This is an optimization exercise on Yosys and OpenROAD, whose aim is small area and a short achievable clock period, not a production implementation. RTL that was checked went through simulation tests only; none was proved equivalent to the original. Function not checked in run 3: the RTL went through the layout flow alone. Power is estimated from default activity; no workload was simulated.

==> flow/design.v <==
module PE (
    input  [7:0]  ifm_in,
    input  [7:0]  w_in,
    input         clk,
    input         rst_n,
    input         done,
    output [7:0]  ifm_pass,
    output [7:0]  w_pass,
    output [31:0] psum_out
);
    reg [7:0]  ifm_pass_r;
    reg [7:0]  w_pass_r;
    assign ifm_pass = ifm_pass_r;
    assign w_pass = w_pass_r;
    reg [15:0] lo_a;    
    reg [10:0] lo_b;    
    reg [3:0] g;
    reg [3:0] p;
    reg [15:0] hi;
    wire [15:0] ra = {lo_a[15], lo_a[14], lo_a[13], lo_a[12], lo_a[11], lo_a[10], lo_a[9], lo_a[8], lo_a[7], lo_a[6], lo_a[5], lo_a[4], lo_a[3], lo_a[2], lo_a[1], lo_a[0]};
    wire [15:0] rb = {lo_b[10], lo_b[9], 1'b0, lo_b[8], lo_b[7], lo_b[6], lo_b[5], lo_b[4], lo_b[3], lo_b[2], 1'b0, lo_b[1], lo_b[0], 1'b0, 1'b0, 1'b0};
    wire [4:0] c;
    assign c[0] = 1'b0;
    assign c[1] = g[0] | (p[0] & c[0]);
    assign c[2] = g[1] | (p[1] & c[1]);
    assign c[3] = g[2] | (p[2] & c[2]);
    assign c[4] = g[3] | (p[3] & c[3]);
    wire [3:0] lo0 = ra[3:0] + rb[3:0];
    wire [3:0] lo1 = ra[7:4] + rb[7:4] + {3'd0, c[1]};
    wire [3:0] lo2 = ra[11:8] + rb[11:8] + {3'd0, c[2]};
    wire [3:0] lo3 = ra[15:12] + rb[15:12] + {3'd0, c[3]};
    wire [15:0] lo = {lo3, lo2, lo1, lo0};
    wire [15:0] hi_inc = hi + 16'd1;
    wire [15:0] p_hi = c[4] ? hi_inc : hi;
    assign psum_out = {p_hi, lo};
    wire [15:0] acc = lo & {16{~done}};
    wire [15:0] acc_hi = p_hi & {16{~done}};
    wire pp0_0 = w_in[0] & ifm_in[0];
    wire pp0_1 = w_in[0] & ifm_in[1];
    wire pp0_2 = w_in[0] & ifm_in[2];
    wire pp0_3 = w_in[0] & ifm_in[3];
    wire pp0_4 = w_in[0] & ifm_in[4];
    wire pp0_5 = w_in[0] & ifm_in[5];
    wire pp0_6 = w_in[0] & ifm_in[6];
    wire pp0_7 = w_in[0] & ifm_in[7];
    wire pp1_0 = w_in[1] & ifm_in[0];
    wire pp1_1 = w_in[1] & ifm_in[1];
    wire pp1_2 = w_in[1] & ifm_in[2];
    wire pp1_3 = w_in[1] & ifm_in[3];
    wire pp1_4 = w_in[1] & ifm_in[4];
    wire pp1_5 = w_in[1] & ifm_in[5];
    wire pp1_6 = w_in[1] & ifm_in[6];
    wire pp1_7 = w_in[1] & ifm_in[7];
    wire pp2_0 = w_in[2] & ifm_in[0];
    wire pp2_1 = w_in[2] & ifm_in[1];
    wire pp2_2 = w_in[2] & ifm_in[2];
    wire pp2_3 = w_in[2] & ifm_in[3];
    wire pp2_4 = w_in[2] & ifm_in[4];
    wire pp2_5 = w_in[2] & ifm_in[5];
    wire pp2_6 = w_in[2] & ifm_in[6];
    wire pp2_7 = w_in[2] & ifm_in[7];
    wire pp3_0 = w_in[3] & ifm_in[0];
    wire pp3_1 = w_in[3] & ifm_in[1];
    wire pp3_2 = w_in[3] & ifm_in[2];
    wire pp3_3 = w_in[3] & ifm_in[3];
    wire pp3_4 = w_in[3] & ifm_in[4];
    wire pp3_5 = w_in[3] & ifm_in[5];
    wire pp3_6 = w_in[3] & ifm_in[6];
    wire pp3_7 = w_in[3] & ifm_in[7];
    wire pp4_0 = w_in[4] & ifm_in[0];
    wire pp4_1 = w_in[4] & ifm_in[1];
    wire pp4_2 = w_in[4] & ifm_in[2];
    wire pp4_3 = w_in[4] & ifm_in[3];
    wire pp4_4 = w_in[4] & ifm_in[4];
    wire pp4_5 = w_in[4] & ifm_in[5];
    wire pp4_6 = w_in[4] & ifm_in[6];
    wire pp4_7 = w_in[4] & ifm_in[7];
    wire pp5_0 = w_in[5] & ifm_in[0];
    wire pp5_1 = w_in[5] & ifm_in[1];
    wire pp5_2 = w_in[5] & ifm_in[2];
    wire pp5_3 = w_in[5] & ifm_in[3];
    wire pp5_4 = w_in[5] & ifm_in[4];
    wire pp5_5 = w_in[5] & ifm_in[5];
    wire pp5_6 = w_in[5] & ifm_in[6];
    wire pp5_7 = w_in[5] & ifm_in[7];
    wire pp6_0 = w_in[6] & ifm_in[0];
    wire pp6_1 = w_in[6] & ifm_in[1];
    wire pp6_2 = w_in[6] & ifm_in[2];
    wire pp6_3 = w_in[6] & ifm_in[3];
    wire pp6_4 = w_in[6] & ifm_in[4];
    wire pp6_5 = w_in[6] & ifm_in[5];
    wire pp6_6 = w_in[6] & ifm_in[6];
    wire pp6_7 = w_in[6] & ifm_in[7];
    wire pp7_0 = w_in[7] & ifm_in[0];
    wire pp7_1 = w_in[7] & ifm_in[1];
    wire pp7_2 = w_in[7] & ifm_in[2];
    wire pp7_3 = w_in[7] & ifm_in[3];
    wire pp7_4 = w_in[7] & ifm_in[4];
    wire pp7_5 = w_in[7] & ifm_in[5];
    wire pp7_6 = w_in[7] & ifm_in[6];
    wire pp7_7 = w_in[7] & ifm_in[7];
    wire hs0 = pp0_0 ^ acc[0];
    wire hc0 = pp0_0 & acc[0];
    wire ts0 = pp0_1 ^ pp1_0 ^ acc[1];
    wire tc0 = (pp0_1 & pp1_0) | (pp0_1 & acc[1]) | (pp1_0 & acc[1]);
    wire hs1 = hc0 ^ ts0;
    wire hc1 = hc0 & ts0;
    wire ts1 = pp0_2 ^ pp1_1 ^ pp2_0;
    wire tc1 = (pp0_2 & pp1_1) | (pp0_2 & pp2_0) | (pp1_1 & pp2_0);
    wire ts2 = ts1 ^ acc[2] ^ tc0;
    wire tc2 = (ts1 & acc[2]) | (ts1 & tc0) | (acc[2] & tc0);
    wire hs2 = hc1 ^ ts2;
    wire hc2 = hc1 & ts2;
    wire ts3 = pp0_3 ^ pp1_2 ^ pp2_1;
    wire tc3 = (pp0_3 & pp1_2) | (pp0_3 & pp2_1) | (pp1_2 & pp2_1);
    wire ts4 = pp3_0 ^ tc1 ^ ts3;
    wire tc4 = (pp3_0 & tc1) | (pp3_0 & ts3) | (tc1 & ts3);
    wire ts5 = acc[3] ^ ts4 ^ tc2;
    wire tc5 = (acc[3] & ts4) | (acc[3] & tc2) | (ts4 & tc2);
    wire ts6 = pp0_4 ^ pp1_3 ^ pp2_2;
    wire tc6 = (pp0_4 & pp1_3) | (pp0_4 & pp2_2) | (pp1_3 & pp2_2);
    wire ts7 = pp3_1 ^ pp4_0 ^ tc3;
    wire tc7 = (pp3_1 & pp4_0) | (pp3_1 & tc3) | (pp4_0 & tc3);
    wire ts8 = ts6 ^ tc4 ^ ts7;
    wire tc8 = (ts6 & tc4) | (ts6 & ts7) | (tc4 & ts7);
    wire hs3 = acc[4] ^ ts8;
    wire hc3 = acc[4] & ts8;
    wire ts9 = pp0_5 ^ pp1_4 ^ pp2_3;
    wire tc9 = (pp0_5 & pp1_4) | (pp0_5 & pp2_3) | (pp1_4 & pp2_3);
    wire ts10 = pp3_2 ^ pp4_1 ^ pp5_0;
    wire tc10 = (pp3_2 & pp4_1) | (pp3_2 & pp5_0) | (pp4_1 & pp5_0);
    wire ts11 = tc6 ^ ts10 ^ ts9;
    wire tc11 = (tc6 & ts10) | (tc6 & ts9) | (ts10 & ts9);
    wire ts12 = tc7 ^ acc[5] ^ ts11;
    wire tc12 = (tc7 & acc[5]) | (tc7 & ts11) | (acc[5] & ts11);
    wire ts13 = tc8 ^ ts12 ^ hc3;
    wire tc13 = (tc8 & ts12) | (tc8 & hc3) | (ts12 & hc3);
    wire ts14 = pp0_6 ^ pp1_5 ^ pp2_4;
    wire tc14 = (pp0_6 & pp1_5) | (pp0_6 & pp2_4) | (pp1_5 & pp2_4);
    wire ts15 = pp3_3 ^ pp4_2 ^ pp5_1;
    wire tc15 = (pp3_3 & pp4_2) | (pp3_3 & pp5_1) | (pp4_2 & pp5_1);
    wire ts16 = pp6_0 ^ tc10 ^ tc9;
    wire tc16 = (pp6_0 & tc10) | (pp6_0 & tc9) | (tc10 & tc9);
    wire ts17 = ts14 ^ ts15 ^ tc11;
    wire tc17 = (ts14 & ts15) | (ts14 & tc11) | (ts15 & tc11);
    wire ts18 = ts16 ^ acc[6] ^ tc12;
    wire tc18 = (ts16 & acc[6]) | (ts16 & tc12) | (acc[6] & tc12);
    wire hs4 = ts17 ^ ts18;
    wire hc4 = ts17 & ts18;
    wire ts19 = pp0_7 ^ pp1_6 ^ pp2_5;
    wire tc19 = (pp0_7 & pp1_6) | (pp0_7 & pp2_5) | (pp1_6 & pp2_5);
    wire ts20 = pp3_4 ^ pp4_3 ^ pp5_2;
    wire tc20 = (pp3_4 & pp4_3) | (pp3_4 & pp5_2) | (pp4_3 & pp5_2);
    wire ts21 = pp6_1 ^ pp7_0 ^ tc14;
    wire tc21 = (pp6_1 & pp7_0) | (pp6_1 & tc14) | (pp7_0 & tc14);
    wire ts22 = tc15 ^ ts19 ^ ts20;
    wire tc22 = (tc15 & ts19) | (tc15 & ts20) | (ts19 & ts20);
    wire ts23 = tc16 ^ ts21 ^ acc[7];
    wire tc23 = (tc16 & ts21) | (tc16 & acc[7]) | (ts21 & acc[7]);
    wire ts24 = ts22 ^ tc17 ^ ts23;
    wire tc24 = (ts22 & tc17) | (ts22 & ts23) | (tc17 & ts23);
    wire hs5 = tc18 ^ ts24;
    wire hc5 = tc18 & ts24;
    wire ts25 = pp1_7 ^ pp2_6 ^ pp3_5;
    wire tc25 = (pp1_7 & pp2_6) | (pp1_7 & pp3_5) | (pp2_6 & pp3_5);
    wire ts26 = pp4_4 ^ pp5_3 ^ pp6_2;
    wire tc26 = (pp4_4 & pp5_3) | (pp4_4 & pp6_2) | (pp5_3 & pp6_2);
    wire ts27 = pp7_1 ^ tc19 ^ tc20;
    wire tc27 = (pp7_1 & tc19) | (pp7_1 & tc20) | (tc19 & tc20);
    wire ts28 = ts25 ^ ts26 ^ tc21;
    wire tc28 = (ts25 & ts26) | (ts25 & tc21) | (ts26 & tc21);
    wire ts29 = tc22 ^ ts27 ^ acc[8];
    wire tc29 = (tc22 & ts27) | (tc22 & acc[8]) | (ts27 & acc[8]);
    wire ts30 = ts28 ^ tc23 ^ ts29;
    wire tc30 = (ts28 & tc23) | (ts28 & ts29) | (tc23 & ts29);
    wire hs6 = tc24 ^ ts30;
    wire hc6 = tc24 & ts30;
    wire ts31 = pp2_7 ^ pp3_6 ^ pp4_5;
    wire tc31 = (pp2_7 & pp3_6) | (pp2_7 & pp4_5) | (pp3_6 & pp4_5);
    wire ts32 = pp5_4 ^ pp6_3 ^ pp7_2;
    wire tc32 = (pp5_4 & pp6_3) | (pp5_4 & pp7_2) | (pp6_3 & pp7_2);
    wire ts33 = tc25 ^ tc26 ^ ts31;
    wire tc33 = (tc25 & tc26) | (tc25 & ts31) | (tc26 & ts31);
    wire ts34 = ts32 ^ tc27 ^ acc[9];
    wire tc34 = (ts32 & tc27) | (ts32 & acc[9]) | (tc27 & acc[9]);
    wire ts35 = ts33 ^ tc28 ^ tc29;
    wire tc35 = (ts33 & tc28) | (ts33 & tc29) | (tc28 & tc29);
    wire ts36 = ts34 ^ tc30 ^ ts35;
    wire tc36 = (ts34 & tc30) | (ts34 & ts35) | (tc30 & ts35);
    wire ts37 = pp3_7 ^ pp4_6 ^ pp5_5;
    wire tc37 = (pp3_7 & pp4_6) | (pp3_7 & pp5_5) | (pp4_6 & pp5_5);
    wire ts38 = pp6_4 ^ pp7_3 ^ tc31;
    wire tc38 = (pp6_4 & pp7_3) | (pp6_4 & tc31) | (pp7_3 & tc31);
    wire ts39 = tc32 ^ ts37 ^ tc33;
    wire tc39 = (tc32 & ts37) | (tc32 & tc33) | (ts37 & tc33);
    wire ts40 = ts38 ^ acc[10] ^ tc34;
    wire tc40 = (ts38 & acc[10]) | (ts38 & tc34) | (acc[10] & tc34);
    wire ts41 = ts39 ^ tc35 ^ ts40;
    wire tc41 = (ts39 & tc35) | (ts39 & ts40) | (tc35 & ts40);
    wire ts42 = pp4_7 ^ pp5_6 ^ pp6_5;
    wire tc42 = (pp4_7 & pp5_6) | (pp4_7 & pp6_5) | (pp5_6 & pp6_5);
    wire ts43 = pp7_4 ^ tc37 ^ ts42;
    wire tc43 = (pp7_4 & tc37) | (pp7_4 & ts42) | (tc37 & ts42);
    wire ts44 = tc38 ^ acc[11] ^ ts43;
    wire tc44 = (tc38 & acc[11]) | (tc38 & ts43) | (acc[11] & ts43);
    wire ts45 = tc39 ^ ts44 ^ tc40;
    wire tc45 = (tc39 & ts44) | (tc39 & tc40) | (ts44 & tc40);
    wire ts46 = pp5_7 ^ pp6_6 ^ pp7_5;
    wire tc46 = (pp5_7 & pp6_6) | (pp5_7 & pp7_5) | (pp6_6 & pp7_5);
    wire ts47 = tc42 ^ ts46 ^ tc43;
    wire tc47 = (tc42 & ts46) | (tc42 & tc43) | (ts46 & tc43);
    wire ts48 = acc[12] ^ tc44 ^ ts47;
    wire tc48 = (acc[12] & tc44) | (acc[12] & ts47) | (tc44 & ts47);
    wire ts49 = pp6_7 ^ pp7_6 ^ tc46;
    wire tc49 = (pp6_7 & pp7_6) | (pp6_7 & tc46) | (pp7_6 & tc46);
    wire ts50 = ts49 ^ acc[13] ^ tc47;
    wire tc50 = (ts49 & acc[13]) | (ts49 & tc47) | (acc[13] & tc47);
    wire hs7 = tc48 ^ ts50;
    wire hc7 = tc48 & ts50;
    wire ts51 = pp7_7 ^ tc49 ^ acc[14];
    wire tc51 = (pp7_7 & tc49) | (pp7_7 & acc[14]) | (tc49 & acc[14]);
    wire hs8 = ts51 ^ tc50;
    wire hc8 = ts51 & tc50;
    wire hs9 = acc[15] ^ tc51;
    wire hc9 = acc[15] & tc51;
    wire [15:0] ta = {hs9, hs8, hs7, ts48, ts45, tc36, hc6, hc5, hc4, tc13, ts13, hs3, hc2, hs2, hs1, hs0};
    wire [15:0] tb = {hc8, hc7, 1'b0, tc45, tc41, ts41, ts36, hs6, hs5, hs4, 1'b0, tc5, ts5, 1'b0, 1'b0, 1'b0};
    wire [4:0] gsum0 = {1'b0, ta[3:0]} + {1'b0, tb[3:0]};
    wire [4:0] gsum1 = {1'b0, ta[7:4]} + {1'b0, tb[7:4]};
    wire [4:0] gsum2 = {1'b0, ta[11:8]} + {1'b0, tb[11:8]};
    wire [4:0] gsum3 = {1'b0, ta[15:12]} + {1'b0, tb[15:12]};
    always @(posedge clk or negedge rst_n) begin
        if (!rst_n) begin
            ifm_pass_r <= 8'd0;
            w_pass_r <= 8'd0;
            lo_a <= 0;
            lo_b <= 0;
            g <= 0;
            p <= 0;
            hi <= 16'd0;
        end else begin
            ifm_pass_r <= ifm_in;
            w_pass_r <= w_in;
            lo_a <= {hs9, hs8, hs7, ts48, ts45, tc36, hc6, hc5, hc4, tc13, ts13, hs3, hc2, hs2, hs1, hs0};
            lo_b <= {hc8, hc7, tc45, tc41, ts41, ts36, hs6, hs5, hs4, tc5, ts5};
            g <= {(gsum3[4] | hc9), gsum2[4], gsum1[4], gsum0[4]};
            p <= {(&(ta[15:12] ^ tb[15:12])), (&(ta[11:8] ^ tb[11:8])), (&(ta[7:4] ^ tb[7:4])), (&(ta[3:0] ^ tb[3:0]))};
            hi <= acc_hi;
        end
    end
endmodule
module PE_Array #(
    parameter DATA_WIDTH = 8,
    parameter ARRAY_SIZE = 4,
    parameter DIAG_NUM = 2 * ARRAY_SIZE - 1,
    parameter SUM_WIDTH = 32
)(
    input [ARRAY_SIZE*DATA_WIDTH-1:0] ifm_in,
    input [ARRAY_SIZE*DATA_WIDTH-1:0] w_in,
    input clk,
    input rst_n,
    input [DIAG_NUM-1:0] done,
    output [ARRAY_SIZE*DATA_WIDTH-1:0] ifm_pass,
    output [ARRAY_SIZE*DATA_WIDTH-1:0] w_pass,
    output [ARRAY_SIZE*ARRAY_SIZE*SUM_WIDTH-1:0] psum_out
);
    wire [DATA_WIDTH-1:0] ifm_wire [0:ARRAY_SIZE-1][0:ARRAY_SIZE];
    wire [DATA_WIDTH-1:0] w_wire [0:ARRAY_SIZE][0:ARRAY_SIZE-1];
    generate
        for(genvar i=0; i<ARRAY_SIZE; i=i+1) begin : input_connections
            assign ifm_wire[i][0] = ifm_in[DATA_WIDTH*i +: DATA_WIDTH];
            assign w_wire[0][i] = w_in[DATA_WIDTH*i +: DATA_WIDTH];
        end
    endgenerate
    generate
        for(genvar i=0; i<ARRAY_SIZE; i=i+1) begin : output_connections
            assign ifm_pass[DATA_WIDTH*i +: DATA_WIDTH] = ifm_wire[i][ARRAY_SIZE];
            assign w_pass[DATA_WIDTH*i +: DATA_WIDTH] = w_wire[ARRAY_SIZE][i];
        end
    endgenerate
    generate
        for(genvar i=0;i<ARRAY_SIZE;i=i+1) begin : row_gen
            for(genvar j=0;j<ARRAY_SIZE;j=j+1) begin : col_gen
                PE Processing_Element(
                .ifm_in(ifm_wire[i][j]),
                .w_in(w_wire[i][j]),
                .clk(clk),
                .rst_n(rst_n),
                .done(done[i+j]),
                .ifm_pass(ifm_wire[i][j+1]),
                .w_pass(w_wire[i+1][j]),
                .psum_out(psum_out[SUM_WIDTH*(i*ARRAY_SIZE+j) +: SUM_WIDTH])
                );
            end
        end
    endgenerate
endmodule
==> flow/flow/run.sh <==
#!/bin/bash
# Own layout flow:
#  1. the standard synthesis, unchanged;
#  2. flow/polarity.py removes inverters from the synthesised netlist by
#     flipping full adders (self-dual) and swapping gates for their
#     complementary twins; registers and ports are untouched;
#  3. flow/fa_split.py replaces each full-adder cell by two xor2 cells and a
#     maj3 cell, which are faster;
#  4. the standard ORFS layout, with the port buffers made from the smallest
#     plain buffer (buffer_ports would otherwise pick the 10 um2
#     clkdlybuf4s50_1 delay cell) and clock tree synthesis with larger sink
#     clusters and no dummy loads.
set -euo pipefail
bash standard.sh synth > synth.log 2>&1
R=orfs/results/sky130hd/PE_Array/base
cp $R/1_2_yosys.v $R/1_2_yosys_standard.v
python3 flow/polarity.py $R/1_2_yosys_standard.v $R/1_2_yosys_polarity.v > polarity.log 2>&1
python3 flow/fa_split.py $R/1_2_yosys_polarity.v $R/1_2_yosys.v > fa_split.log 2>&1
rm -f $R/1_synth.odb $R/1_synth.sdc
bash standard.sh "BUFFER_PORTS_ARGS=-buffer_cell sky130_fd_sc_hd__buf_1" \
  "CTS_ARGS=-sink_clustering_enable -repair_clock_nets -sink_clustering_size 30 -sink_clustering_max_diameter 80 -buf_list {sky130_fd_sc_hd__clkbuf_8 sky130_fd_sc_hd__clkbuf_16} -dont_use_dummy_load" \
  finish > layout.log 2>&1
==> flow/flow/fa_split.py <==
#!/usr/bin/env python3
"""Replace each full-adder cell of a flat netlist by two xor2 cells (sum) and
a maj3 cell (carry), which are faster than the fa cell.

Usage: fa_split.py IN.v OUT.v
"""
import re, sys
src = open(sys.argv[1]).read()
first = re.search(r"^\s*sky130_fd_sc_hd__\w+\s+\S+\s*\(", src, re.M)
header, end = src[:first.start()], src.rindex("endmodule")
body = src[first.start():end]
out, wires, n = [], [], 0
def fmt(x):
    return x + " " if x.startswith("\\") else x
for m in re.finditer(r"^\s*(sky130_fd_sc_hd__\w+)\s+(\S+)\s*\((.*?)\);", body, re.S | re.M):
    cell, name, conns = m.group(1), m.group(2), m.group(3)
    pins = {p: x.strip() for p, x in re.findall(r"\.(\w+)\(([^()]*)\)", conns)}
    if re.match(r"sky130_fd_sc_hd__fa_\d+$", cell):
        w = f"_fasplit{n}_"; n += 1; wires.append(w)
        a, b, c = fmt(pins["A"]), fmt(pins["B"]), fmt(pins["CIN"])
        if "SUM" in pins:
            out.append(f"  sky130_fd_sc_hd__xor2_1 {name}_x1 (\n    .A({a}),\n    .B({b}),\n    .X({w})\n  );\n")
            out.append(f"  sky130_fd_sc_hd__xor2_1 {name}_x2 (\n    .A({w}),\n    .B({c}),\n    .X({fmt(pins['SUM'])})\n  );\n")
        if "COUT" in pins:
            out.append(f"  sky130_fd_sc_hd__maj3_1 {name}_m (\n    .A({a}),\n    .B({b}),\n    .C({c}),\n    .X({fmt(pins['COUT'])})\n  );\n")
        continue
    out.append(m.group(0).lstrip("\n") + "\n")
open(sys.argv[2], "w").write(header + "".join(f"  wire {w};\n" for w in wires) + "".join(out) + src[end:])
print(f"fa_split: {n} full adders split")
==> flow/flow/polarity.py <==
#!/usr/bin/env python3
"""Remove inverters from a flat Yosys netlist by choosing output polarities.

Usage: polarity.py IN.v OUT.v

A full adder is self-dual: complementing its three inputs complements its sum
and carry.  So each full adder may be "flipped" (same cell, inputs and
outputs read complemented), and each and2/nand2 (or2/nor2, xor2/xnor2) may be
swapped for its complement.  Given the inverters of the netlist, this picks
the flips that need the fewest inverters (by area) with a local search, then
rewrites the netlist: every driver feeds its loads directly or through one
new inverter.  Registers, ports and every other cell are left as they are;
a driver whose inverter chain reaches a port keeps its chain untouched.
"""
import re, sys, os, json, math, collections, random

src = open(sys.argv[1]).read()
mod_start = src.index("module ")
first = re.search(r"^\s*sky130_fd_sc_hd__\w+\s+\S+\s*\(", src, re.M)
header = src[:first.start()]
end = src.rindex("endmodule")
body = src[first.start():end]

inst = []
for m in re.finditer(r"^\s*(sky130_fd_sc_hd__\w+)\s+(\S+)\s*\((.*?)\);", body, re.S | re.M):
    pins = [(p, n.strip()) for p, n in re.findall(r"\.(\w+)\(([^()]*)\)", m.group(3))]
    inst.append([m.group(1), m.group(2), pins])

ports = set()
for m in re.finditer(r"^\s*(input|output)\s+(\[[^\]]*\]\s*)?(\S+);", header, re.M):
    ports.add(m.group(3))
def is_port(net):
    return re.sub(r"\s*\[\d+\]$", "", net) in ports

OUTP = {"X", "Y", "Q", "Q_N", "SUM", "COUT", "HI", "LO"}
drv = {}
loads = collections.defaultdict(list)
for i, (c, nm, pins) in enumerate(inst):
    for p, n in pins:
        if p in OUTP:
            drv[n] = (i, p)
        else:
            loads[n].append((i, p))

def isinv(i):
    return re.match(r"sky130_fd_sc_hd__(inv|clkinv)_\d+$", inst[i][0]) is not None
def isfa(i):
    return re.match(r"sky130_fd_sc_hd__fa_\d+$", inst[i][0]) is not None
# complementary cell pairs (same inputs, complemented output): cell -> [twin, out pin, twin's out pin, area change]
SWAP = json.load(open(os.path.join(os.path.dirname(os.path.abspath(__file__)), "swap.json")))
INV = 3.7536

# roots: nets driven by a non-inverter cell, or input ports feeding cells
roots = {}
for n, (i, p) in drv.items():
    if not isinv(i):
        roots[n] = (i, p)
for n in loads:
    if n not in drv:
        roots[n] = (None, None)      # input port or constant

sinks = {}        # root net -> [(inst, pin, parity)]
chain_to_port = set()
used_inv = set()
def walk(net, par, out, invs):
    if is_port(net) and par is not None and net not in roots:
        out.append(("PORT", net, par))
    for (j, p) in loads.get(net, []):
        if isinv(j):
            invs.append(j)
            ynet = dict(inst[j][2])["Y"]
            walk(ynet, par ^ 1, out, invs)
        else:
            out.append((j, p, par))
for n in roots:
    out, invs = [], []
    walk(n, 0, out, invs)
    if any(s[0] == "PORT" for s in out) or is_port(n):
        chain_to_port.add(n)
        continue
    sinks[n] = out
    used_inv.update(invs)

fixed_cells = set()
for n in chain_to_port:
    i, p = roots[n]
    if i is not None:
        fixed_cells.add(i)
cand = [i for i in range(len(inst))
        if i not in fixed_cells and (isfa(i) or inst[i][0] in SWAP)]
flip = collections.defaultdict(int)

def fin(j):
    """inversion a flipped cell applies to its inputs (full adders only)"""
    return flip[j] if (j != "PORT" and isfa(j)) else 0

def root_cost(n):
    i, p = roots[n]
    fd = flip[i] if i is not None else 0
    return INV if any((par ^ fd ^ fin(j)) for j, q, par in sinks[n]) else 0.0
def cell_cost(i):
    return SWAP[inst[i][0]][3] if (flip[i] and inst[i][0] in SWAP) else 0.0

touch = collections.defaultdict(set)
for n, lst in sinks.items():
    i, p = roots[n]
    if i is not None:
        touch[i].add(n)
    for j, q, par in lst:
        touch[j].add(n)

before = sum(root_cost(n) for n in sinks)
random.seed(1)
for rnd in range(20):
    changed = False
    order = cand[:]
    random.shuffle(order)
    for i in order:
        b = sum(root_cost(n) for n in touch[i]) + cell_cost(i)
        flip[i] ^= 1
        a = sum(root_cost(n) for n in touch[i]) + cell_cost(i)
        if a < b - 1e-9:
            changed = True
        else:
            flip[i] ^= 1
    if not changed:
        break
cur = sum(root_cost(n) for n in sinks) + sum(cell_cost(i) for i in cand)
best, best_flip = cur, dict(flip)
steps = int(os.environ.get("POL_STEPS", "2000000"))
for k in range(steps):
    T = 3.0 * (0.01 / 3.0) ** (k / steps)
    i = cand[random.randrange(len(cand))]
    b = sum(root_cost(n) for n in touch[i]) + cell_cost(i)
    flip[i] ^= 1
    a = sum(root_cost(n) for n in touch[i]) + cell_cost(i)
    d = a - b
    if d <= 0 or random.random() < math.exp(-d / T):
        cur += d
        if cur < best - 1e-9:
            best, best_flip = cur, dict(flip)
    else:
        flip[i] ^= 1
flip = collections.defaultdict(int, best_flip)
after = sum(root_cost(n) for n in sinks) + sum(cell_cost(i) for i in cand)
ninv_before = len(used_inv)

# rewrite
drop = set(used_inv)
newwires = []
conn = {}          # (inst, pin) -> net
ninv_after = 0
newinst = []
for n, lst in sinks.items():
    i, p = roots[n]
    fd = flip[i] if i is not None else 0
    inv_net = None
    for j, q, par in lst:
        need = par ^ fd ^ fin(j)
        if need:
            if inv_net is None:
                inv_net = f"_pol{len(newwires)}_"
                newwires.append(inv_net)
                newinst.append(["sky130_fd_sc_hd__inv_1", f"_polinv{len(newwires)}_",
                                [("A", n), ("Y", inv_net)]])
                ninv_after += 1
            conn[(j, q)] = inv_net
        else:
            conn[(j, q)] = n

def fmt(n):
    return n + " " if n.startswith("\\") else n

out = [header]
for w in newwires:
    out.append(f"  wire {w};\n")
for i, (c, nm, pins) in enumerate(inst):
    if i in drop:
        continue
    if flip[i] and c in SWAP:
        nc, po, pn, _ = SWAP[c]
        pins = [(pn if p == po else p, n) for p, n in pins]
        c = nc
    pins = [(p, conn.get((i, p), n)) for p, n in pins]
    out.append(f"  {c} {nm} (\n" + ",\n".join(f"    .{p}({fmt(n)})" for p, n in pins) + "\n  );\n")
for c, nm, pins in newinst:
    out.append(f"  {c} {nm} (\n" + ",\n".join(f"    .{p}({fmt(n)})" for p, n in pins) + "\n  );\n")
out.append(src[end:])
open(sys.argv[2], "w").write("".join(out))
nfl = sum(1 for i in cand if flip[i])
print(f"polarity: inverters {ninv_before} -> {ninv_after}, flipped {nfl} of {len(cand)} cells, "
      f"model cost {before:.1f} -> {after:.1f} um2")
==> flow/standard.sh <==
#!/bin/bash
# synth_recipe.tcl (not shown) runs the flow's synth.tcl, then flattens the netlist and writes it again
# the make line also repeats each setting of config.mk as NAME=value (left out here)
make -C /OpenROAD-flow-scripts/flow DESIGN_CONFIG=/design/flow/config.mk WORK_HOME=/design/flow/orfs CLKGATE_MAP_FILE= SYNTH_SCRIPT=/design/flow/synth_recipe.tcl "${@:-finish}"
==> flow/config.mk <==
export PLATFORM = sky130hd
export DESIGN_NAME = PE_Array
export DESIGN_NICKNAME = PE_Array
export VERILOG_FILES = /design/flow/design.v
export SDC_FILE = /design/flow/constraint.sdc
export NUM_CORES = 4
export LEC_CHECK = 0
export CAP_MARGIN = 20
export CORE_MARGIN = 2
export CORE_UTILIZATION = 60
export CTS_BUF_LIST = sky130_fd_sc_hd__clkbuf_4 sky130_fd_sc_hd__clkbuf_8
export SETUP_SLACK_MARGIN = 3.3
export SLEW_MARGIN = 20
==> flow/constraint.sdc <==
create_clock -name core_clock -period 7.0 [get_ports {clk}]
set_input_delay 1.4000 -clock core_clock [delete_from_list [all_inputs] [get_ports {clk}]]
set_output_delay 1.4000 -clock core_clock [all_outputs]
set_load 0.01 [all_outputs]
Not shown: flow/flow/swap.json
==> flow_summary.toml, run 1 <==
[cells_and_area]
sh_seq_area = 0.2857
drive_gt1_frac = 0.2529
signal_buffers = 1191
final_cell_mix = "1879 x xor2_1, 928 x dfrtp_1, 717 x nand2_1"
nFillCells = 8859
reg_top3 = "row_gen.col_gen.Processing_Element.hi (256), row_gen.col_gen.Processing_Element.lo_a (256), row_gen.col_gen.Processing_Element.lo_b (176)"

[timing]
hold_viol = 0
fin_crit_sh = 0.5717
whs_ps = 507.3
rsz0062_at_grt = "yes"
tns_ps = 0
max_freq_mhz = 249.9
min_period_ps = 4002
final-setup-viol-count = 0

[global_route]
grt_overflow = 0
grt-busiest-layer = "met2"

[cts]
post_cts_buffers = 274

[power]
seq-power_w = 0.00867
switchingPower_w = 0.01592
seqPwrFrac = 0.239
powerComb_w = 0.0239
power_leakage_nw = 46.19

[outcome]
outcome = "timing/DRC/antenna clean"

[synth]
syn_area_um2 = 75730
synthCells = 7591

[placed_design]
dp_hpwl_mm = 139.7
post-place-cells = 9800

[setup_path]
reg2reg_to = "row_gen[0].col_gen[1].Processing_Element.hi[15]"
path_cells = "and4_4 -> and4_4 -> clkinvlp_4 -> nor3_4 -> nand4_1 -> xnor2_2 -> buf_4"
arrival_ps = 2600
critPathRequiredTime_ps = 5600

[detailed_routing]
ant_nets = 0

[min_path]
worstHoldPathType = "reg -> reg"

[die]
row_count = 130
==> run 2, diff against run 1 <==
--- a/flow/flow/run.sh
+++ b/flow/flow/run.sh
@@ -5,6 +5,5 @@
 #     flipping full adders (self-dual) and swapping gates for their
-#     complementary twins; registers and ports are untouched;
-#  3. flow/fa_split.py replaces each full-adder cell by two xor2 cells and a
-#     maj3 cell, which are faster;
-#  4. the standard ORFS layout, with the port buffers made from the smallest
+#     complementary twins (not the gates that flow/crit_pick.sh finds on
+#     near-critical paths); registers and ports are untouched;
+#  3. the standard ORFS layout, with the port buffers made from the smallest
 #     plain buffer (buffer_ports would otherwise pick the 10 um2
@@ -16,4 +15,4 @@
 cp $R/1_2_yosys.v $R/1_2_yosys_standard.v
-python3 flow/polarity.py $R/1_2_yosys_standard.v $R/1_2_yosys_polarity.v > polarity.log 2>&1
-python3 flow/fa_split.py $R/1_2_yosys_polarity.v $R/1_2_yosys.v > fa_split.log 2>&1
+bash flow/crit_pick.sh $R/1_2_yosys_standard.v constraint.sdc critical_cells.txt 0.6 > crit_pick.log 2>&1
+python3 flow/polarity.py $R/1_2_yosys_standard.v $R/1_2_yosys.v critical_cells.txt > polarity.log 2>&1
 rm -f $R/1_synth.odb $R/1_synth.sdc
==> flow/flow/crit_pick.sh (new file) <==
#!/bin/bash
# usage: crit_pick.sh NETLIST.v SDC OUT.txt WINDOW
# Lists the cells (other than full adders) whose worst output slack, estimated
# with the clock latency and port buffers of a typical layout, is within
# WINDOW ns of the design's worst slack.
N=$1; SDC=$2; OUT=$3; W=$4
cat > crit_pick.tcl <<EOF
read_liberty $FLOW_HOME/platforms/sky130hd/lib/sky130_fd_sc_hd__tt_025C_1v80.lib
read_verilog $N
link_design PE_Array
read_sdc $SDC
set_clock_latency 0.65 [get_clocks core_clock]
set_input_delay 1.55 -clock core_clock [delete_from_list [all_inputs] [get_ports clk]]
set_output_delay 1.62 -clock core_clock [all_outputs]
set worst [expr {[sta::worst_slack_cmd max] * 1e9}]
set f [open $OUT w]
set n 0
foreach c [get_cells *] {
  set ref [get_property \$c ref_name]
  if {[string match "sky130_fd_sc_hd__fa_*" \$ref] || [string match "sky130_fd_sc_hd__df*" \$ref]} { continue }
  set s 1e9
  foreach pin [get_pins -of_objects \$c -filter "direction == output"] {
    set v [get_property \$pin slack_max]
    if {\$v ne "" && \$v < \$s} { set s \$v }
  }
  if {\$s < \$worst + $W} { puts \$f [get_full_name \$c]; incr n }
}
close \$f
puts "crit_pick: worst slack \$worst, \$n cells within $W ns"
EOF
STA=$(dirname "$(command -v openroad)")/sta
[ -x "$STA" ] || STA=sta
"$STA" -no_splash -exit crit_pick.tcl
--- a/flow/flow/polarity.py
+++ b/flow/flow/polarity.py
@@ -3,3 +3,3 @@
 
-Usage: polarity.py IN.v OUT.v
+Usage: polarity.py IN.v OUT.v [KEEP]   (KEEP: names of cells not to swap)
 
@@ -88,4 +88,5 @@
         fixed_cells.add(i)
+keep = set(open(sys.argv[3]).read().split()) if len(sys.argv) > 3 else set()
 cand = [i for i in range(len(inst))
-        if i not in fixed_cells and (isfa(i) or inst[i][0] in SWAP)]
+        if i not in fixed_cells and (isfa(i) or (inst[i][0] in SWAP and inst[i][1] not in keep))]
 flip = collections.defaultdict(int)
--- a/flow/config.mk
+++ b/flow/config.mk
@@ -9,5 +9,5 @@
 export CORE_MARGIN = 2
-export CORE_UTILIZATION = 60
+export CORE_UTILIZATION = 40
 export CTS_BUF_LIST = sky130_fd_sc_hd__clkbuf_4 sky130_fd_sc_hd__clkbuf_8
-export SETUP_SLACK_MARGIN = 3.3
+export SETUP_SLACK_MARGIN = 2.9
 export SLEW_MARGIN = 20
removed: flow/flow/fa_split.py
==> flow_summary.toml, run 2 <==
[timing]
rsz0062_at_grt = "yes"
tightest_slew_ps = 980.5
min_period_ps = 4103
tns_ps = 0
hold_viol = 0
setup_ws_ps = 2897
slew_headroom = 0.3463
finalClockSkew_ps = 79.28
drv_slew = 0
fin_crit_sh = 0.5862
max_freq_mhz = 243.7
final-setup-viol-count = 0

[setup_path]
cpMostUsedCell = "fa_1"
critPathKind = "reg -> reg"
critPathRequiredTime_ps = 7560
arrival_ps = 4670
critPathTopFamily = "adder cells"
reg2reg_setup_slack_ps = 2900
start_kind = "flop"
cpMaxStageDelayCell = "dfrtp_1"
cp-end-kind = "flop"
path_cells = "nand2_1 -> fa_1 -> fa_1 -> inv_1 -> fa_1 -> fa_1 -> fa_1 -> ha_1 -> a21oi_1 -> nor2b_1 -> o21ai_0 -> nand2b_1"
cp_num_buf_inv = 1
critPathMaxStageDelay_ps = 640
cp_max_fo = 9

[synth]
yosysWarnings = 2
synthCells = 5708
syn_area_um2 = 69240
avgSynthCellArea_um2 = 12.13
syn-num-nets = 7109

[cts]
postCtsHoldBufs = 0
clk_latency_ps = 740
cts_made_buffers = 83
cts.root.buffer_cell = "clkbuf_16"
cts_buffer_depth = 3
htree_levels = 3
cts_tree = "yes"
path_clk_slew_ps = 100
cts.sink_count = 1056

[cells_and_area]
area_growth_pct = 14.20
layout.nets = 7889
reg_top3 = "row_gen.col_gen.Processing_Element.hi (256), row_gen.col_gen.Processing_Element.lo_a (256), row_gen.col_gen.Processing_Element.lo_b (176)"
final_cell_mix = "966 x dfrtp_1, 772 x fa_1, 579 x nand2_1"
drive_gt1_frac = 0.1315
final_common_cell = "dfrtp_1"

[power]
seqPwrFrac = 0.279
comb_power_share = 0.581
vdd.ir_drop.worst_uv = 338.2
switchingPower_w = 0.01314
switching_share = 0.4311
pwr-share-clk = 0.140
power.density_nw_per_um2 = 385.6
power_leakage_nw = 37.40
power.internal_w = 0.01734

[global_route]
grtUsageTotal = 0.2029
grt_pass1_vias = 48068
grt_overflow = 0
grt_pass1_wl_mm = 277.9
antenna_found_initial = 5
grt_max_degree = 160

[placed_design]
portBuffers = 648
gp_congestion = 0.8552
dp_hpwl_mm = 137.2
post-place-ws_ps = 1909

[die]
dieArea_um2 = 176400
die_x_um = 420.0
row_count = 152
die_h_um = 420.0
ios = 649
core_um2 = 171700
initial_utilization = 0.4032

[detailed_routing]
wl_per_cell_um = 20.02
routed_wirelength_mm = 176.1
routed-via-count = 43788
ant_nets = 0
drc = 0
drt-pass1-iter-count = 5
via_per_inst = 4.977
drt_iter0_markers = 2305

[min_path]
worstHoldPathType = "reg -> reg"

[outcome]
outcome = "timing/DRC/antenna clean"

[run]
maxCapViolCount = 0
run 2: routing by layer:
| metal | track usage | share of wire | vias to the layer above |
|---|---|---|---|
| li1 | - | - | 19610 |
| met1 | 0.2564 | 0.41 | 23050 |
| met2 | 0.3522 | 0.51 | 890 |
| met3 | 0.03181 | 0.044 | 230 |
| met4 | 0.07139 | 0.039 | 8 |
| met5 | 0 | 0.00026 | - |
run 2: cell type report:
| type | instances | area (um2) |
|---|---|---|
| sequential | 1056 | 26540 |
| fill | 15762 | 92670 |
| tap | 2310 | 2890 |
| clock buffer | 83 | 2077 |
| antenna | 2 | 5.005 |
| inverter | 464 | 1752 |
| timing repair buffer | 813 | 4095 |
| multi-input combinational | 4070 | 41710 |
run 2: path summary, 6_finish.rpt:
kind                                                                        to  start  cells after the start
worst max-delay path             row_gen[3].col_gen[1].Processing_Element.g[2]   flop                     12
worst min-delay path                                                      flop   flop                      0
worst max register to register   row_gen[3].col_gen[1].Processing_Element.g[2]   flop                     12
worst min register to register                                            flop   flop                      0
max in group asynchronous                                            async pin  rst_n                      2
min in group asynchronous       row_gen[0].col_gen[3].Processing_Element.hi[4]  rst_n                      1
run 2: power by group through the flow:
| stage | combinational (W) | sequential (W) | clock [W] |
|---|---|---|---|
| detailed placement | 0.0172 | 0.00861 | 0 |
| floorplan | 0.0116 | 0.00833 | 0 |
| global placement | 0.0169 | 0.00856 | 0 |
| finish | 0.0177 | 0.00852 | 0.00426 |
| global route | 0.0202 | 0.00867 | 0.00465 |
| CTS | 0.0177 | 0.00851 | 0.00444 |
run 2: repair_timing:
| action | 4_1_cts | 5_1_grt |
|---|---|---|
| pin swaps | 19 | 55 |
| setup buffers | 59 | 72 |
| cloned | 1 | 0 |
| resized for setup | 183 | 246 |
| setup endpoints to repair | 206 | 109 |
run 2: metrics by stage:
stage                     power, W  std cells  utilization  instance area [um2]  hold slack (ps)
after detailed placement   0.02580       8581       0.4364                74940            544.5
after global routing       0.03351       8796       0.4604                79060            483.3
after floorplan            0.01990       5708            -                69910            431.0
after CTS                  0.03061       8724       0.4540                77960            517.7
final                      0.03049       8798       0.4604                79070            480.5
after global placement     0.02542       8581       0.4364                74940            521.9
==> run 3, diff against run 2 <==
--- a/flow/design.v
+++ b/flow/design.v
@@ -15,3 +15,3 @@
     reg [15:0] lo_a;    
-    reg [10:0] lo_b;    
+    reg [11:0] lo_b;    
     reg [3:0] g;
@@ -20,3 +20,3 @@
     wire [15:0] ra = {lo_a[15], lo_a[14], lo_a[13], lo_a[12], lo_a[11], lo_a[10], lo_a[9], lo_a[8], lo_a[7], lo_a[6], lo_a[5], lo_a[4], lo_a[3], lo_a[2], lo_a[1], lo_a[0]};
-    wire [15:0] rb = {lo_b[10], lo_b[9], 1'b0, lo_b[8], lo_b[7], lo_b[6], lo_b[5], lo_b[4], lo_b[3], lo_b[2], 1'b0, lo_b[1], lo_b[0], 1'b0, 1'b0, 1'b0};
+    wire [15:0] rb = {lo_b[11], 1'b0, lo_b[10], lo_b[9], lo_b[8], lo_b[7], lo_b[6], lo_b[5], lo_b[4], lo_b[3], lo_b[2], lo_b[1], lo_b[0], 1'b0, 1'b0, 1'b0};
     wire [4:0] c;
@@ -123,6 +123,6 @@
     wire tc7 = (pp3_1 & pp4_0) | (pp3_1 & tc3) | (pp4_0 & tc3);
-    wire ts8 = ts6 ^ tc4 ^ ts7;
-    wire tc8 = (ts6 & tc4) | (ts6 & ts7) | (tc4 & ts7);
-    wire hs3 = acc[4] ^ ts8;
-    wire hc3 = acc[4] & ts8;
+    wire ts8 = ts6 ^ acc[4] ^ tc4;
+    wire tc8 = (ts6 & acc[4]) | (ts6 & tc4) | (acc[4] & tc4);
+    wire hs3 = ts7 ^ ts8;
+    wire hc3 = ts7 & ts8;
     wire ts9 = pp0_5 ^ pp1_4 ^ pp2_3;
@@ -135,94 +135,92 @@
     wire tc12 = (tc7 & acc[5]) | (tc7 & ts11) | (acc[5] & ts11);
-    wire ts13 = tc8 ^ ts12 ^ hc3;
-    wire tc13 = (tc8 & ts12) | (tc8 & hc3) | (ts12 & hc3);
-    wire ts14 = pp0_6 ^ pp1_5 ^ pp2_4;
-    wire tc14 = (pp0_6 & pp1_5) | (pp0_6 & pp2_4) | (pp1_5 & pp2_4);
-    wire ts15 = pp3_3 ^ pp4_2 ^ pp5_1;
-    wire tc15 = (pp3_3 & pp4_2) | (pp3_3 & pp5_1) | (pp4_2 & pp5_1);
-    wire ts16 = pp6_0 ^ tc10 ^ tc9;
-    wire tc16 = (pp6_0 & tc10) | (pp6_0 & tc9) | (tc10 & tc9);
-    wire ts17 = ts14 ^ ts15 ^ tc11;
-    wire tc17 = (ts14 & ts15) | (ts14 & tc11) | (ts15 & tc11);
-    wire ts18 = ts16 ^ acc[6] ^ tc12;
-    wire tc18 = (ts16 & acc[6]) | (ts16 & tc12) | (acc[6] & tc12);
-    wire hs4 = ts17 ^ ts18;
-    wire hc4 = ts17 & ts18;
-    wire ts19 = pp0_7 ^ pp1_6 ^ pp2_5;
-    wire tc19 = (pp0_7 & pp1_6) | (pp0_7 & pp2_5) | (pp1_6 & pp2_5);
-    wire ts20 = pp3_4 ^ pp4_3 ^ pp5_2;
-    wire tc20 = (pp3_4 & pp4_3) | (pp3_4 & pp5_2) | (pp4_3 & pp5_2);
-    wire ts21 = pp6_1 ^ pp7_0 ^ tc14;
-    wire tc21 = (pp6_1 & pp7_0) | (pp6_1 & tc14) | (pp7_0 & tc14);
-    wire ts22 = tc15 ^ ts19 ^ ts20;
-    wire tc22 = (tc15 & ts19) | (tc15 & ts20) | (ts19 & ts20);
-    wire ts23 = tc16 ^ ts21 ^ acc[7];
-    wire tc23 = (tc16 & ts21) | (tc16 & acc[7]) | (ts21 & acc[7]);
-    wire ts24 = ts22 ^ tc17 ^ ts23;
-    wire tc24 = (ts22 & tc17) | (ts22 & ts23) | (tc17 & ts23);
-    wire hs5 = tc18 ^ ts24;
-    wire hc5 = tc18 & ts24;
-    wire ts25 = pp1_7 ^ pp2_6 ^ pp3_5;
-    wire tc25 = (pp1_7 & pp2_6) | (pp1_7 & pp3_5) | (pp2_6 & pp3_5);
-    wire ts26 = pp4_4 ^ pp5_3 ^ pp6_2;
-    wire tc26 = (pp4_4 & pp5_3) | (pp4_4 & pp6_2) | (pp5_3 & pp6_2);
-    wire ts27 = pp7_1 ^ tc19 ^ tc20;
-    wire tc27 = (pp7_1 & tc19) | (pp7_1 & tc20) | (tc19 & tc20);
-    wire ts28 = ts25 ^ ts26 ^ tc21;
-    wire tc28 = (ts25 & ts26) | (ts25 & tc21) | (ts26 & tc21);
-    wire ts29 = tc22 ^ ts27 ^ acc[8];
-    wire tc29 = (tc22 & ts27) | (tc22 & acc[8]) | (ts27 & acc[8]);
-    wire ts30 = ts28 ^ tc23 ^ ts29;
-    wire tc30 = (ts28 & tc23) | (ts28 & ts29) | (tc23 & ts29);
-    wire hs6 = tc24 ^ ts30;
-    wire hc6 = tc24 & ts30;
-    wire ts31 = pp2_7 ^ pp3_6 ^ pp4_5;
-    wire tc31 = (pp2_7 & pp3_6) | (pp2_7 & pp4_5) | (pp3_6 & pp4_5);
-    wire ts32 = pp5_4 ^ pp6_3 ^ pp7_2;
-    wire tc32 = (pp5_4 & pp6_3) | (pp5_4 & pp7_2) | (pp6_3 & pp7_2);
-    wire ts33 = tc25 ^ tc26 ^ ts31;
-    wire tc33 = (tc25 & tc26) | (tc25 & ts31) | (tc26 & ts31);
-    wire ts34 = ts32 ^ tc27 ^ acc[9];
-    wire tc34 = (ts32 & tc27) | (ts32 & acc[9]) | (tc27 & acc[9]);
-    wire ts35 = ts33 ^ tc28 ^ tc29;
-    wire tc35 = (ts33 & tc28) | (ts33 & tc29) | (tc28 & tc29);
-    wire ts36 = ts34 ^ tc30 ^ ts35;
-    wire tc36 = (ts34 & tc30) | (ts34 & ts35) | (tc30 & ts35);
-    wire ts37 = pp3_7 ^ pp4_6 ^ pp5_5;
-    wire tc37 = (pp3_7 & pp4_6) | (pp3_7 & pp5_5) | (pp4_6 & pp5_5);
-    wire ts38 = pp6_4 ^ pp7_3 ^ tc31;
-    wire tc38 = (pp6_4 & pp7_3) | (pp6_4 & tc31) | (pp7_3 & tc31);
+    wire hs4 = tc8 ^ ts12;
+    wire hc4 = tc8 & ts12;
+    wire ts13 = pp0_6 ^ pp1_5 ^ pp2_4;
+    wire tc13 = (pp0_6 & pp1_5) | (pp0_6 & pp2_4) | (pp1_5 & pp2_4);
+    wire ts14 = pp3_3 ^ pp4_2 ^ pp5_1;
+    wire tc14 = (pp3_3 & pp4_2) | (pp3_3 & pp5_1) | (pp4_2 & pp5_1);
+    wire ts15 = pp6_0 ^ tc10 ^ tc9;
+    wire tc15 = (pp6_0 & tc10) | (pp6_0 & tc9) | (tc10 & tc9);
+    wire ts16 = ts13 ^ ts14 ^ acc[6];
+    wire tc16 = (ts13 & ts14) | (ts13 & acc[6]) | (ts14 & acc[6]);
+    wire ts17 = tc11 ^ ts15 ^ ts16;
+    wire tc17 = (tc11 & ts15) | (tc11 & ts16) | (ts15 & ts16);
+    wire hs5 = tc12 ^ hc4;
+    wire hc5 = tc12 & hc4;
+    wire ts18 = pp0_7 ^ pp1_6 ^ pp2_5;
+    wire tc18 = (pp0_7 & pp1_6) | (pp0_7 & pp2_5) | (pp1_6 & pp2_5);
+    wire ts19 = pp3_4 ^ pp4_3 ^ pp5_2;
+    wire tc19 = (pp3_4 & pp4_3) | (pp3_4 & pp5_2) | (pp4_3 & pp5_2);
+    wire ts20 = pp6_1 ^ pp7_0 ^ tc13;
+    wire tc20 = (pp6_1 & pp7_0) | (pp6_1 & tc13) | (pp7_0 & tc13);
+    wire ts21 = tc14 ^ ts18 ^ ts19;
+    wire tc21 = (tc14 & ts18) | (tc14 & ts19) | (ts18 & ts19);
+    wire ts22 = tc15 ^ acc[7] ^ ts20;
+    wire tc22 = (tc15 & acc[7]) | (tc15 & ts20) | (acc[7] & ts20);
+    wire ts23 = ts21 ^ tc16 ^ ts22;
+    wire tc23 = (ts21 & tc16) | (ts21 & ts22) | (tc16 & ts22);
+    wire hs6 = tc17 ^ hc5;
+    wire hc6 = tc17 & hc5;
+    wire ts24 = pp1_7 ^ pp2_6 ^ pp3_5;
+    wire tc24 = (pp1_7 & pp2_6) | (pp1_7 & pp3_5) | (pp2_6 & pp3_5);
+    wire ts25 = pp4_4 ^ pp5_3 ^ pp6_2;
+    wire tc25 = (pp4_4 & pp5_3) | (pp4_4 & pp6_2) | (pp5_3 & pp6_2);
+    wire ts26 = pp7_1 ^ tc18 ^ tc19;
+    wire tc26 = (pp7_1 & tc18) | (pp7_1 & tc19) | (tc18 & tc19);
+    wire ts27 = ts24 ^ ts25 ^ tc20;
+    wire tc27 = (ts24 & ts25) | (ts24 & tc20) | (ts25 & tc20);
+    wire ts28 = acc[8] ^ tc21 ^ ts26;
+    wire tc28 = (acc[8] & tc21) | (acc[8] & ts26) | (tc21 & ts26);
+    wire ts29 = tc22 ^ ts27 ^ ts28;
+    wire tc29 = (tc22 & ts27) | (tc22 & ts28) | (ts27 & ts28);
+    wire hs7 = tc23 ^ ts29;
+    wire hc7 = tc23 & ts29;
+    wire ts30 = pp2_7 ^ pp3_6 ^ pp4_5;
+    wire tc30 = (pp2_7 & pp3_6) | (pp2_7 & pp4_5) | (pp3_6 & pp4_5);
+    wire ts31 = pp5_4 ^ pp6_3 ^ pp7_2;
+    wire tc31 = (pp5_4 & pp6_3) | (pp5_4 & pp7_2) | (pp6_3 & pp7_2);
+    wire ts32 = tc24 ^ tc25 ^ ts30;
+    wire tc32 = (tc24 & tc25) | (tc24 & ts30) | (tc25 & ts30);
+    wire ts33 = ts31 ^ tc26 ^ acc[9];
+    wire tc33 = (ts31 & tc26) | (ts31 & acc[9]) | (tc26 & acc[9]);
+    wire ts34 = ts32 ^ tc27 ^ tc28;
+    wire tc34 = (ts32 & tc27) | (ts32 & tc28) | (tc27 & tc28);
+    wire ts35 = ts33 ^ tc29 ^ ts34;
+    wire tc35 = (ts33 & tc29) | (ts33 & ts34) | (tc29 & ts34);
+    wire ts36 = pp3_7 ^ pp4_6 ^ pp5_5;
+    wire tc36 = (pp3_7 & pp4_6) | (pp3_7 & pp5_5) | (pp4_6 & pp5_5);
+    wire ts37 = pp6_4 ^ pp7_3 ^ tc30;
+    wire tc37 = (pp6_4 & pp7_3) | (pp6_4 & tc30) | (pp7_3 & tc30);
+    wire ts38 = tc31 ^ ts36 ^ acc[10];
+    wire tc38 = (tc31 & ts36) | (tc31 & acc[10]) | (ts36 & acc[10]);
     wire ts39 = tc32 ^ ts37 ^ tc33;
     wire tc39 = (tc32 & ts37) | (tc32 & tc33) | (ts37 & tc33);
-    wire ts40 = ts38 ^ acc[10] ^ tc34;
-    wire tc40 = (ts38 & acc[10]) | (ts38 & tc34) | (acc[10] & tc34);
-    wire ts41 = ts39 ^ tc35 ^ ts40;
-    wire tc41 = (ts39 & tc35) | (ts39 & ts40) | (tc35 & ts40);
-    wire ts42 = pp4_7 ^ pp5_6 ^ pp6_5;
-    wire tc42 = (pp4_7 & pp5_6) | (pp4_7 & pp6_5) | (pp5_6 & pp6_5);
-    wire ts43 = pp7_4 ^ tc37 ^ ts42;
-    wire tc43 = (pp7_4 & tc37) | (pp7_4 & ts42) | (tc37 & ts42);
-    wire ts44 = tc38 ^ acc[11] ^ ts43;
-    wire tc44 = (tc38 & acc[11]) | (tc38 & ts43) | (acc[11] & ts43);
-    wire ts45 = tc39 ^ ts44 ^ tc40;
-    wire tc45 = (tc39 & ts44) | (tc39 & tc40) | (ts44 & tc40);
-    wire ts46 = pp5_7 ^ pp6_6 ^ pp7_5;
-    wire tc46 = (pp5_7 & pp6_6) | (pp5_7 & pp7_5) | (pp6_6 & pp7_5);
+    wire ts40 = ts38 ^ tc34 ^ ts39;
+    wire tc40 = (ts38 & tc34) | (ts38 & ts39) | (tc34 & ts39);
+    wire ts41 = pp4_7 ^ pp5_6 ^ pp6_5;
+    wire tc41 = (pp4_7 & pp5_6) | (pp4_7 & pp6_5) | (pp5_6 & pp6_5);
+    wire ts42 = pp7_4 ^ tc36 ^ ts41;
+    wire tc42 = (pp7_4 & tc36) | (pp7_4 & ts41) | (tc36 & ts41);
+    wire ts43 = tc37 ^ acc[11] ^ ts42;
+    wire tc43 = (tc37 & acc[11]) | (tc37 & ts42) | (acc[11] & ts42);
+    wire ts44 = tc38 ^ ts43 ^ tc39;
+    wire tc44 = (tc38 & ts43) | (tc38 & tc39) | (ts43 & tc39);
+    wire ts45 = pp5_7 ^ pp6_6 ^ pp7_5;
+    wire tc45 = (pp5_7 & pp6_6) | (pp5_7 & pp7_5) | (pp6_6 & pp7_5);
+    wire ts46 = tc41 ^ ts45 ^ acc[12];
+    wire tc46 = (tc41 & ts45) | (tc41 & acc[12]) | (ts45 & acc[12]);
     wire ts47 = tc42 ^ ts46 ^ tc43;
     wire tc47 = (tc42 & ts46) | (tc42 & tc43) | (ts46 & tc43);
-    wire ts48 = acc[12] ^ tc44 ^ ts47;
-    wire tc48 = (acc[12] & tc44) | (acc[12] & ts47) | (tc44 & ts47);
-    wire ts49 = pp6_7 ^ pp7_6 ^ tc46;
-    wire tc49 = (pp6_7 & pp7_6) | (pp6_7 & tc46) | (pp7_6 & tc46);
-    wire ts50 = ts49 ^ acc[13] ^ tc47;
-    wire tc50 = (ts49 & acc[13]) | (ts49 & tc47) | (acc[13] & tc47);
-    wire hs7 = tc48 ^ ts50;
-    wire hc7 = tc48 & ts50;
-    wire ts51 = pp7_7 ^ tc49 ^ acc[14];
-    wire tc51 = (pp7_7 & tc49) | (pp7_7 & acc[14]) | (tc49 & acc[14]);
-    wire hs8 = ts51 ^ tc50;
-    wire hc8 = ts51 & tc50;
-    wire hs9 = acc[15] ^ tc51;
-    wire hc9 = acc[15] & tc51;
-    wire [15:0] ta = {hs9, hs8, hs7, ts48, ts45, tc36, hc6, hc5, hc4, tc13, ts13, hs3, hc2, hs2, hs1, hs0};
-    wire [15:0] tb = {hc8, hc7, 1'b0, tc45, tc41, ts41, ts36, hs6, hs5, hs4, 1'b0, tc5, ts5, 1'b0, 1'b0, 1'b0};
+    wire ts48 = pp6_7 ^ pp7_6 ^ tc45;
+    wire tc48 = (pp6_7 & pp7_6) | (pp6_7 & tc45) | (pp7_6 & tc45);
+    wire ts49 = acc[13] ^ ts48 ^ tc46;
+    wire tc49 = (acc[13] & ts48) | (acc[13] & tc46) | (ts48 & tc46);
+    wire ts50 = pp7_7 ^ tc48 ^ acc[14];
+    wire tc50 = (pp7_7 & tc48) | (pp7_7 & acc[14]) | (tc48 & acc[14]);
+    wire hs8 = ts50 ^ tc49;
+    wire hc8 = ts50 & tc49;
+    wire hs9 = acc[15] ^ tc50;
+    wire hc9 = acc[15] & tc50;
+    wire [15:0] ta = {hs9, hs8, ts49, ts47, tc40, tc35, hc7, hc6, ts23, ts17, hc3, hs3, hc2, hs2, hs1, hs0};
+    wire [15:0] tb = {hc8, 1'b0, tc47, tc44, ts44, ts40, ts35, hs7, hs6, hs5, hs4, tc5, ts5, 1'b0, 1'b0, 1'b0};
     wire [4:0] gsum0 = {1'b0, ta[3:0]} + {1'b0, tb[3:0]};
@@ -243,4 +241,4 @@
             w_pass_r <= w_in;
-            lo_a <= {hs9, hs8, hs7, ts48, ts45, tc36, hc6, hc5, hc4, tc13, ts13, hs3, hc2, hs2, hs1, hs0};
-            lo_b <= {hc8, hc7, tc45, tc41, ts41, ts36, hs6, hs5, hs4, tc5, ts5};
+            lo_a <= {hs9, hs8, ts49, ts47, tc40, tc35, hc7, hc6, ts23, ts17, hc3, hs3, hc2, hs2, hs1, hs0};
+            lo_b <= {hc8, tc47, tc44, ts44, ts40, ts35, hs7, hs6, hs5, hs4, tc5, ts5};
             g <= {(gsum3[4] | hc9), gsum2[4], gsum1[4], gsum0[4]};
--- a/flow/flow/run.sh
+++ b/flow/flow/run.sh
@@ -5,4 +5,3 @@
 #     flipping full adders (self-dual) and swapping gates for their
-#     complementary twins (not the gates that flow/crit_pick.sh finds on
-#     near-critical paths); registers and ports are untouched;
+#     complementary twins; registers and ports are untouched;
 #  3. the standard ORFS layout, with the port buffers made from the smallest
@@ -15,4 +14,3 @@
 cp $R/1_2_yosys.v $R/1_2_yosys_standard.v
-bash flow/crit_pick.sh $R/1_2_yosys_standard.v constraint.sdc critical_cells.txt 0.6 > crit_pick.log 2>&1
-python3 flow/polarity.py $R/1_2_yosys_standard.v $R/1_2_yosys.v critical_cells.txt > polarity.log 2>&1
+python3 flow/polarity.py $R/1_2_yosys_standard.v $R/1_2_yosys.v > polarity.log 2>&1
 rm -f $R/1_synth.odb $R/1_synth.sdc
--- a/flow/flow/polarity.py
+++ b/flow/flow/polarity.py
@@ -3,3 +3,3 @@
 
-Usage: polarity.py IN.v OUT.v [KEEP]   (KEEP: names of cells not to swap)
+Usage: polarity.py IN.v OUT.v
 
@@ -88,5 +88,4 @@
         fixed_cells.add(i)
-keep = set(open(sys.argv[3]).read().split()) if len(sys.argv) > 3 else set()
 cand = [i for i in range(len(inst))
-        if i not in fixed_cells and (isfa(i) or (inst[i][0] in SWAP and inst[i][1] not in keep))]
+        if i not in fixed_cells and (isfa(i) or inst[i][0] in SWAP)]
 flip = collections.defaultdict(int)
removed: flow/flow/crit_pick.sh
==> flow_summary.toml, run 3 <==
[power]
comb_power_share = 0.587
power.density_nw_per_um2 = 387.9
seqPwrFrac = 0.274
switching_share = 0.4412
pwr-share-clk = 0.140
vdd.ir_drop.worst_uv = 330.5
switchingPower_w = 0.01398
power_leakage_nw = 38.43
power.internal_w = 0.01770

[synth]
avgSynthCellArea_um2 = 11.12
yosysWarnings = 2
synthCells = 6451
syn_area_um2 = 71760
syn-num-nets = 7868

[cts]
cts_made_buffers = 87
cts.root.buffer_cell = "clkbuf_16"
clk_latency_ps = 730
cts.sink_count = 1072
path_clk_slew_ps = 110
postCtsHoldBufs = 0
htree_levels = 3
cts_tree = "yes"
cts_buffer_depth = 3

[die]
die_x_um = 427.6
row_count = 155
core_um2 = 178400
die_h_um = 427.6
ios = 649
dieArea_um2 = 182800
initial_utilization = 0.4022

[setup_path]
arrival_ps = 4650
r2r_cells = 13
reg2reg_from = "row_gen[1].col_gen[3].Processing_Element.g[0]"
cp-end-kind = "flop"
critPathRequiredTime_ps = 7560
reg2reg_setup_slack_ps = 2990
start_kind = "input pin"
cp_max_fo = 9
reg2reg_to = "row_gen[1].col_gen[3].Processing_Element.g[2]"
critPathKind = "in -> reg"
worstSetupStartpoint = "ifm_in[12]"
cp-endpoint = "row_gen[1].col_gen[0].Processing_Element.g[2]"

[detailed_routing]
wl_per_cell_um = 20.32
via_per_inst = 5.137
drt_iter0_markers = 2582
routed_wirelength_mm = 193.6
routed-via-count = 48938
ant_nets = 0
drt-pass1-iter-count = 5
drc = 0

[cells_and_area]
layout.nets = 8590
multi_input_area_um2 = 43110
design_area_um2 = 81660
reg_top3 = "row_gen.col_gen.Processing_Element.hi (256), row_gen.col_gen.Processing_Element.lo_a (256), row_gen.col_gen.Processing_Element.lo_b (192)"
final_common_cell = "nand2_1"
nFillCells = 16665
drive_gt1_frac = 0.1192
finish.utilization = 0.4577
area_growth_pct = 13.80
final-seq-area_um2 = 26960
final_cell_mix = "1047 x nand2_1, 971 x dfrtp_1, 814 x fa_1"

[placed_design]
portBuffers = 648
gp_congestion = 0.8699
dp_hpwl_mm = 149.8
placed_cell_area_um2 = 77110

[timing]
whs_ps = 484.5
slew_headroom = 0.3426
max_freq_mhz = 244.8
tightest_slew_ps = 986.1
final-setup-viol-count = 0
fin_crit_sh = 0.5837
drv_slew = 0
rsz0062_at_grt = "yes"
finalClockSkew_ps = 73.17
tns_ps = 0
hold_viol = 0
min_period_ps = 4086

[global_route]
grt_overflow = 0
grtUsageTotal = 0.2154
grt_pass1_vias = 52807
antenna_found_initial = 10
grt_pass1_wl_mm = 304.0
grt_max_degree = 167

[min_path]
worstHoldPathType = "reg -> reg"

[run]
maxCapViolCount = 0

[outcome]
outcome = "timing/DRC/antenna clean"
## run 3: worst max-delay path: stages
cell,delay [ps]
buf_4,140
and2_4,140
fa_2,380
fa_1,520
fa_2,480
fa_2,400
fa_1,480
ha_1,320
a21oi_1,130
nor2b_1,60
o21ai_1,120
nand2b_1,70
## run 3: metrics by stage
step           total power [W]  std cells  setup slack [ps]
2_1_floorplan          0.02004       6451              2530
3_3_place_gp           0.02603       9343              1913
3_5_place_dp           0.02637       9343              1951
4_1_cts                0.03183       9479              2723
5_1_grt                0.03492       9527              2809
6_report               0.03167       9527              2914
## run 3: repair_timing
action	CTS	global route
pin swaps	49	66
buffers inserted	46	47
gates resized for setup	323	285
endpoints found under the hold margin	0	0
endpoints found under the setup margin	305	124
gates cloned	3	0
## run 3: routing by layer
metal / track usage / vias to the layer above / share of wire
li1: - / 22059 / -
met1: 0.2673 / 25310 / 0.40
met2: 0.3672 / 1234 / 0.50
met3: 0.03709 / 331 / 0.054
met4: 0.09860 / 4 / 0.053
met5: 0 / - / 0.00013
## run 3: worst min-delay path by stage
| stage | start | endpoint | slack [ps] | cells after the start |
|---|---|---|---|---|
| 6_report | flop | flop | 480 | 0 |
| 5_1_grt | flop | flop | 490 | 0 |
| 4_1_cts | flop | flop | 540 | 0 |
| 3_5_place_dp | flop | flop | 550 | 0 |
| 3_3_place_gp | row_gen[1].col_gen[0].Processing_Element.hi[15] | row_gen[1].col_gen[0].Processing_Element.hi[15] | 530 | 3 |
| 2_1_floorplan | flop | flop | 350 | 0 |
## run 3: area by class of cell
| cell class | count | area share |
|---|---|---|
| Timing Repair Buffer | 782 | 0.04891 |
| Antenna cell | 1 | 0.00003064 |
| Tap cell | 2355 | 0.03608 |
| Inverter | 658 | 0.03034 |
| Multi-Input combinational cell | 4572 | 0.5279 |
| Clock buffer | 87 | 0.02666 |
| Sequential cell | 1072 | 0.3301 |
## run 3: power groups by stage
stage | clock network, W | logic (W) | registers [W]
after floorplan | 0 | 0.0116 | 0.00842
after global placement | 0 | 0.0174 | 0.00866
after detailed placement | 0 | 0.0177 | 0.00872
after CTS | 0.00462 | 0.0185 | 0.00867
after global routing | 0.00483 | 0.0213 | 0.00882
final | 0.00443 | 0.0186 | 0.00867

## separate check: timing with driven ports
The flow's constraints put no driver on any port. The routed layouts listed below were extracted and timed again, unchanged, in two steps.
Step 1 sets driving cells, clkbuf_16 on the clock port and buf_2 on the other inputs (assumed; they add their load-dependent delay and slew).
Step 2 also shifts input and output timing later by t, the mid clock arrival at the registers, as if the neighbouring blocks saw the same clock.
Three values: ideal, step 1, step 2; two values: the first two.
| run | t (ns) | slack for setup (ns) | pins driven straight from the clock port |
|---|---|---|---|
| run 1 | 0.739 | 2.998 / 2.916 / 2.546 | 1 |
| run 2 | 0.781 | 2.897 / 2.866 / 2.159 | 1 |
| run 3 | 0.772 | 2.914 / 2.892 / 2.164 | 1 |
After both steps every run listed still meets setup and hold. For run 3, which loses most, drivers alone change the setup slack by -0.022 ns; drivers and shift together by -0.750 ns.
